This design comes from an exercise in tuning for small area, a short achievable clock period and few clock cycles on the open sky130 flow, not from production work.
Where RTL was checked, it was by simulation tests only, not by an equivalence proof against the original.

## encrpytion
module encrpytion        
    # (parameter k = 32)(
    input clk,               
    input rst,               
    input en,                
    input [k-1:0]a,          
    input [2*k-1:0]n,        
    input [k:0]e,            
    output [k-1:0]cipher,    
    output reg ready_flag    
    );
reg  [k-1:0] R;          
reg  [k-1:0] P;          
reg  [k-1:0] Ni;         
reg          bq;         
reg  [4:0]   cnt;        
reg  [4:0]   idx;        
reg          ebit;       
reg          sq;         
reg          run;        
assign cipher = R;
reg  [4:0] idx0;
integer i;
always @(*) begin
    idx0 = 5'd0;
    for (i = 1; i <= k; i = i + 1)
        if (e[i]) idx0 = i - 1;
end
wire [k+2:0] x  = {2'b00, P, 1'b0};
wire [k+2:0] y  = {3'b000, bq ? R : {k{1'b0}}};
wire [k+2:0] z1 = {3'b111, Ni};           
wire [k+2:0] z2 = {2'b11, Ni, 1'b1};      
wire [k+2:0] s1 = x ^ y ^ z1;
wire [k+2:0] c1 = (x & y) | (x & z1) | (y & z1);
wire [k+2:0] s2 = x ^ y ^ z2;
wire [k+2:0] c2 = (x & y) | (x & z2) | (y & z2);
wire [34:0] ad0_p0 = x ^ y;
wire [34:0] ad0_g0 = x & y;
wire [34:0] ad0_G0 = {ad0_g0[34:1], ad0_g0[0] | (ad0_p0[0] & 1'b0)};
wire [34:0] ad0_P0 = ad0_p0;
wire ad0_g1_1 = ad0_G0[1] | (ad0_P0[1] & ad0_G0[0]);
wire ad0_p1_1 = ad0_P0[1] & ad0_P0[0];
wire ad0_g1_3 = ad0_G0[3] | (ad0_P0[3] & ad0_G0[2]);
wire ad0_p1_3 = ad0_P0[3] & ad0_P0[2];
wire ad0_g1_5 = ad0_G0[5] | (ad0_P0[5] & ad0_G0[4]);
wire ad0_p1_5 = ad0_P0[5] & ad0_P0[4];
wire ad0_g1_7 = ad0_G0[7] | (ad0_P0[7] & ad0_G0[6]);
wire ad0_p1_7 = ad0_P0[7] & ad0_P0[6];
wire ad0_g1_9 = ad0_G0[9] | (ad0_P0[9] & ad0_G0[8]);
wire ad0_p1_9 = ad0_P0[9] & ad0_P0[8];
wire ad0_g1_11 = ad0_G0[11] | (ad0_P0[11] & ad0_G0[10]);
wire ad0_p1_11 = ad0_P0[11] & ad0_P0[10];
wire ad0_g1_13 = ad0_G0[13] | (ad0_P0[13] & ad0_G0[12]);
wire ad0_p1_13 = ad0_P0[13] & ad0_P0[12];
wire ad0_g1_15 = ad0_G0[15] | (ad0_P0[15] & ad0_G0[14]);
wire ad0_p1_15 = ad0_P0[15] & ad0_P0[14];
wire ad0_g1_17 = ad0_G0[17] | (ad0_P0[17] & ad0_G0[16]);
wire ad0_p1_17 = ad0_P0[17] & ad0_P0[16];
wire ad0_g1_19 = ad0_G0[19] | (ad0_P0[19] & ad0_G0[18]);
  ...
Size in the first run: ~1400 cells after synthesis, ~11000 µm² of cells after synthesis.
==> flow/config.mk <==
export PLATFORM = sky130hd
export DESIGN_NAME = encrpytion
export DESIGN_NICKNAME = encrpytion
export VERILOG_FILES = /design/flow/design.v
export SDC_FILE = /design/flow/constraint.sdc
export NUM_CORES = 4
export LEC_CHECK = 0
export ABC_AREA = 1
export CAP_MARGIN = 20
export CORE_MARGIN = 2
export CORE_UTILIZATION = 55
export PLACE_DENSITY = 0.7
export SLEW_MARGIN = 20
==> flow/constraint.sdc <==
create_clock -name core_clock -period 10.0 [get_ports {clk}]
set_input_delay 2.0000 -clock core_clock [delete_from_list [all_inputs] [get_ports {clk}]]
set_output_delay 2.0000 -clock core_clock [all_outputs]
set_load 0.01 [all_outputs]
standard.sh (not shown) runs the stock make flow with config.mk's settings and CLKGATE_MAP_FILE= SYNTH_SCRIPT=/design/flow/synth_recipe.tcl, a recipe that flattens the netlist after the stock synthesis.
==> flow/flow/run.sh <==
#!/bin/bash
set -euo pipefail
export BUFFER_PORTS_ARGS="-buffer_cell sky130_fd_sc_hd__buf_1"
export SETUP_SLACK_MARGIN=6
bash standard.sh > standard.log 2>&1
The starting point produced a clean layout.
Testbench counts at the start, summed over its fixed seeds: cycles 6,240.
==> next run, changes <==
--- a/flow/design.v
+++ b/flow/design.v
@@ -568,37 +568,46 @@
     if (rst) begin
         run <= 1'b0;
         ready_flag <= 1'b0;
     end else begin
         run <= en & (idle | (run & ~finish));
         ready_flag <= en & (ready_flag | (run & finish));
     end
 end
 always @(posedge clk)
     Ni <= ~n[k-1:0];
+function [5:0] first_bit;      
+    input [2:0] top;           
+    begin
+        if (top[2])      first_bit = {1'b1, 5'd30};
+        else if (top[1]) first_bit = {1'b1, 5'd29};
+        else             first_bit = {top[0], 5'd28};
+    end
+endfunction
+wire [5:0] fa = first_bit(a[k-1:k-3]);
+wire [5:0] fr = first_bit(res[k-1:k-3]);
 always @(posedge clk) begin
     ebit <= e[idx];
     P <= (idle | last) ? {k{1'b0}} : res;
     if (idle) begin
         R   <= a;
-        bq  <= a[k-1];
-        cnt <= 5'd30;
+        {bq, cnt} <= fa;
         idx <= idx0;
         sq  <= 1'b1;
     end else if (run) begin
         cnt <= cnt - 5'd1;
         if (last) begin
             R <= res;
             if (domul) begin
                 sq <= 1'b0;
-                bq <= a[k-1];
+                {bq, cnt} <= fa;
             end else begin
                 sq  <= 1'b1;
-                bq  <= res[k-1];
+                {bq, cnt} <= fr;
                 idx <= idx - 5'd1;
             end
         end else begin
             bq <= sq ? R[cnt] : a[cnt];
         end
     end
 end
 endmodule
=>
- maximum frequency goes up by 1.9%
- final area goes down by 4.3%
- worst setup slack gains 0.074 ns
- via count fell by 2.2%
- cell count falls by 1.5%
- critical path depth drops by 3
- wire length falls by 4.9%
- register-to-register slack improves by 0.07 ns
- worst hold slack stays flat
- core utilization went down by 4.5 points
Testbench counts after the change, summed over its fixed seeds: cycles 6,039.

== run B ==
Another version of the RTL of encrpytion (not shown whole).
Size: roughly 110 flip-flops, about 170 I/O pins, about 11000 um^2 of cells after synthesis.
export LEC_CHECK = 0
export ABC_AREA = 1
export CAP_MARGIN = 20
export CORE_MARGIN = 2
export CORE_UTILIZATION = 55
export PLACE_DENSITY = 0.7
export SETUP_SLACK_MARGIN = 5
export SLEW_MARGIN = 20
create_clock -name core_clock -period 10.0 [get_ports {clk}]
==> flow/flow/run.sh <==
#!/bin/bash
# Standard ORFS layout (the standard.sh, unchanged synthesis); every
# input and output port still gets its own buffer, but a plain buf_1
# instead of the delay buffer buffer_ports picks by itself.
set -euo pipefail
export BUFFER_PORTS_ARGS="-buffer_cell sky130_fd_sc_hd__buf_1"
bash standard.sh > standard.log 2>&1
Inputs modified between run B and run K:
diff --git a/flow/design.v b/flow/design.v
--- a/flow/design.v
+++ b/flow/design.v
@@ -11,30 +11,30 @@
     );
 reg  [k-1:0] R;          
 reg  [k-1:0] P;          
 reg  [k-1:0] Ni;         
 reg          bq;         
 reg  [4:0]   cnt;        
 reg  [4:0]   idx;        
 reg          ebit;       
 reg          sq;         
 reg          run;        
-reg          zp;         
+reg          clr;        
 assign cipher = R;
 reg  [4:0] idx0;
 integer i;
 always @(*) begin
     idx0 = 5'd0;
     for (i = 1; i <= k; i = i + 1)
         if (e[i]) idx0 = i - 1;
 end
-wire [k+2:0] x  = {2'b00, P & {k{~zp}}, 1'b0};
+wire [k+2:0] x  = {2'b00, P, 1'b0};
 wire [k+2:0] y  = {3'b000, bq ? R : {k{1'b0}}};
 wire [k+2:0] z1 = {3'b111, Ni};           
 wire [k+2:0] z2 = {2'b11, Ni, 1'b1};      
 wire [k+2:0] s1 = x ^ y ^ z1;
 wire [k+2:0] c1 = (x & y) | (x & z1) | (y & z1);
 wire [k+2:0] s2 = x ^ y ^ z2;
 wire [k+2:0] c2 = (x & y) | (x & z2) | (y & z2);
 wire [34:0] ad0_p0 = x ^ y;
 wire [34:0] ad0_g0 = x & y;
 wire [34:0] ad0_G0 = {ad0_g0[34:1], ad0_g0[0] | (ad0_p0[0] & 1'b0)};
@@ -590,38 +590,37 @@
         if (top[3])      next_bit = {top[2], 5'd29};
         else if (top[2]) next_bit = {top[1], 5'd28};
         else             next_bit = {top[0], 5'd27};
     end
 endfunction
 wire [5:0] fa = first_bit(a[k-1:k-3]);
 wire [5:0] na = next_bit(a[k-1:k-4]);
 wire [5:0] nr = next_bit(res[k-1:k-4]);
 always @(posedge clk) begin
     ebit <= e[idx];
-    P    <= res;
-    zp   <= 1'b0;
+    P    <= (idle | clr) ? {k{1'b0}} : res;
+    clr  <= 1'b0;
     if (idle) begin
         R   <= a;
-        zp  <= 1'b1;
         {bq, cnt} <= fa;
         idx <= idx0;
         sq  <= 1'b1;
-    end else if (run) begin
+    end else if (run & ~clr) begin
         cnt <= cnt - 5'd1;
         if (last) begin
             R <= res;
             if (domul) begin
-                sq <= 1'b0;
-                zp <= ~|a[k-1:k-3];
+                sq  <= 1'b0;
+                clr <= ~|a[k-1:k-3];
                 {bq, cnt} <= na;
             end else begin
                 sq  <= 1'b1;
-                zp  <= ~|res[k-1:k-3];
+                clr <= ~|res[k-1:k-3];
                 {bq, cnt} <= nr;
                 idx <= idx - 5'd1;
             end
         end else begin
             bq <= sq ? R[cnt] : a[cnt];
         end
     end
 end
 endmodule
### Flow results
Run K finished all stages; the layout is clean.
Summary of run K over run B: count of standard-cell rows shrank by 1; buffer count excluding the clock tree in the final layout grew by 2.2%; wire length of the first global-routing pass shrank by 170 um.
Comparing run B and run K, the higher overall track demand over capacity in global routing is on run K.
Looking at clock-buffer cell count, run K sits above run B.
Run K reports a higher worst setup slack for register-to-register paths than run B does.
No functional check of the RTL was part of any run of this note.

encrpytion with an RTL version that a note above also has.
Size: roughly 110 flip-flops, ~170 I/O pins, roughly 11,000 µm² of cells after synthesis.
Settings: LEC_CHECK=0, ABC_AREA=1, CAP_MARGIN=20, CORE_MARGIN=2, CORE_UTILIZATION=55, PLACE_DENSITY=0.7, SETUP_SLACK_MARGIN=5, SLEW_MARGIN=20; clock period 10.0 ns.
Scripts as last shown in full above: flow/flow/run.sh
Testbench counts at the start, summed over its fixed seeds: cycles 6,039.
==> next run, changes <==
--- a/flow/design.v
+++ b/flow/design.v
@@ -571,42 +571,33 @@
     end else begin
         run <= en & (idle | (run & ~finish));
         ready_flag <= en & (ready_flag | (run & finish));
     end
 end
 always @(posedge clk)
     Ni <= ~n[k-1:0];
-function [5:0] first_bit;      
-    input [2:0] top;           
-    begin
-        if (top[2])      first_bit = {1'b1, 5'd30};
-        else if (top[1]) first_bit = {1'b1, 5'd29};
-        else             first_bit = {top[0], 5'd28};
-    end
-endfunction
-wire [5:0] fa = first_bit(a[k-1:k-3]);
-wire [5:0] fr = first_bit(res[k-1:k-3]);
 always @(posedge clk) begin
     ebit <= e[idx];
     P <= (idle | last) ? {k{1'b0}} : res;
     if (idle) begin
         R   <= a;
-        {bq, cnt} <= fa;
+        bq  <= a[k-1];
+        cnt <= 5'd30;
         idx <= idx0;
         sq  <= 1'b1;
     end else if (run) begin
         cnt <= cnt - 5'd1;
         if (last) begin
             R <= res;
             if (domul) begin
                 sq <= 1'b0;
-                {bq, cnt} <= fa;
+                bq <= a[k-1];
             end else begin
                 sq  <= 1'b1;
-                {bq, cnt} <= fr;
+                bq  <= res[k-1];
                 idx <= idx - 5'd1;
             end
         end else begin
             bq <= sq ? R[cnt] : a[cnt];
         end
     end
 end
After rerunning: Routed wire length drops by about 0.4%; fmax fell by 0.97%; final area falls by about 1%; sequential cell count is unchanged; worst setup slack degrades by 46 ps; synthesized area falls by about 0.9%; critical path depth increases by 3; global-route usage drops by 0.10 points; sequential share of layout area came out lower by 0.19 points; final cell count went down by about 0.5%; count of clock-buffer cells in the layout went up by 5; hold slack improved by 5.9 ps.
Testbench counts after the change, summed over its fixed seeds: cycles 6,240.

## static timing again, ports no longer ideal
In the flow no input, the clock included, has a driving cell. The finished layouts below were timed again as built, in two steps.
Step 1 (the two cells are an assumption about what drives the block):
set clk [get_ports {clk}]
set_driving_cell -lib_cell sky130_fd_sc_hd__clkbuf_16 $clk
set_driving_cell -lib_cell sky130_fd_sc_hd__buf_2 [delete_from_list [all_inputs] $clk]
Step 2 times the ports against the registers' clock, not the clock port: input delays grow and output delays shrink by t, the midpoint of the rising clock arrivals with the driver on.
a / b / c = ideal / step 1 / step 2; a / b = the first two.
run | shift t [ns] | slack for setup (ns) | hold slack, ns | worst setup path at the end | pins driven straight from the clock port
the first run of note 1 | 0.412 | 5.918 / 5.918 / 5.918 | 0.542 / 0.542 / 0.542 | register to register | 1
the second run of note 1 | 0.418 | 5.992 / 5.992 / 5.992 | 0.540 / 0.540 / 0.540 | register to register | 1
run B | 0.413 | 5.198 / 5.198 / 5.198 | 0.598 / 0.598 / 0.598 | register to register | 1
run K | 0.415 | 5.321 / 5.321 / 5.321 | 0.544 / 0.544 / 0.544 | register to register | 1
the first run of note 3 | 0.415 | 5.341 / 5.341 / 5.341 | 0.541 / 0.541 / 0.541 | register to register | 1
the second run of note 3 | 0.409 | 5.295 / 5.295 / 5.295 | 0.547 / 0.547 / 0.547 | register to register | 1
After both steps every run listed still meets setup and hold.
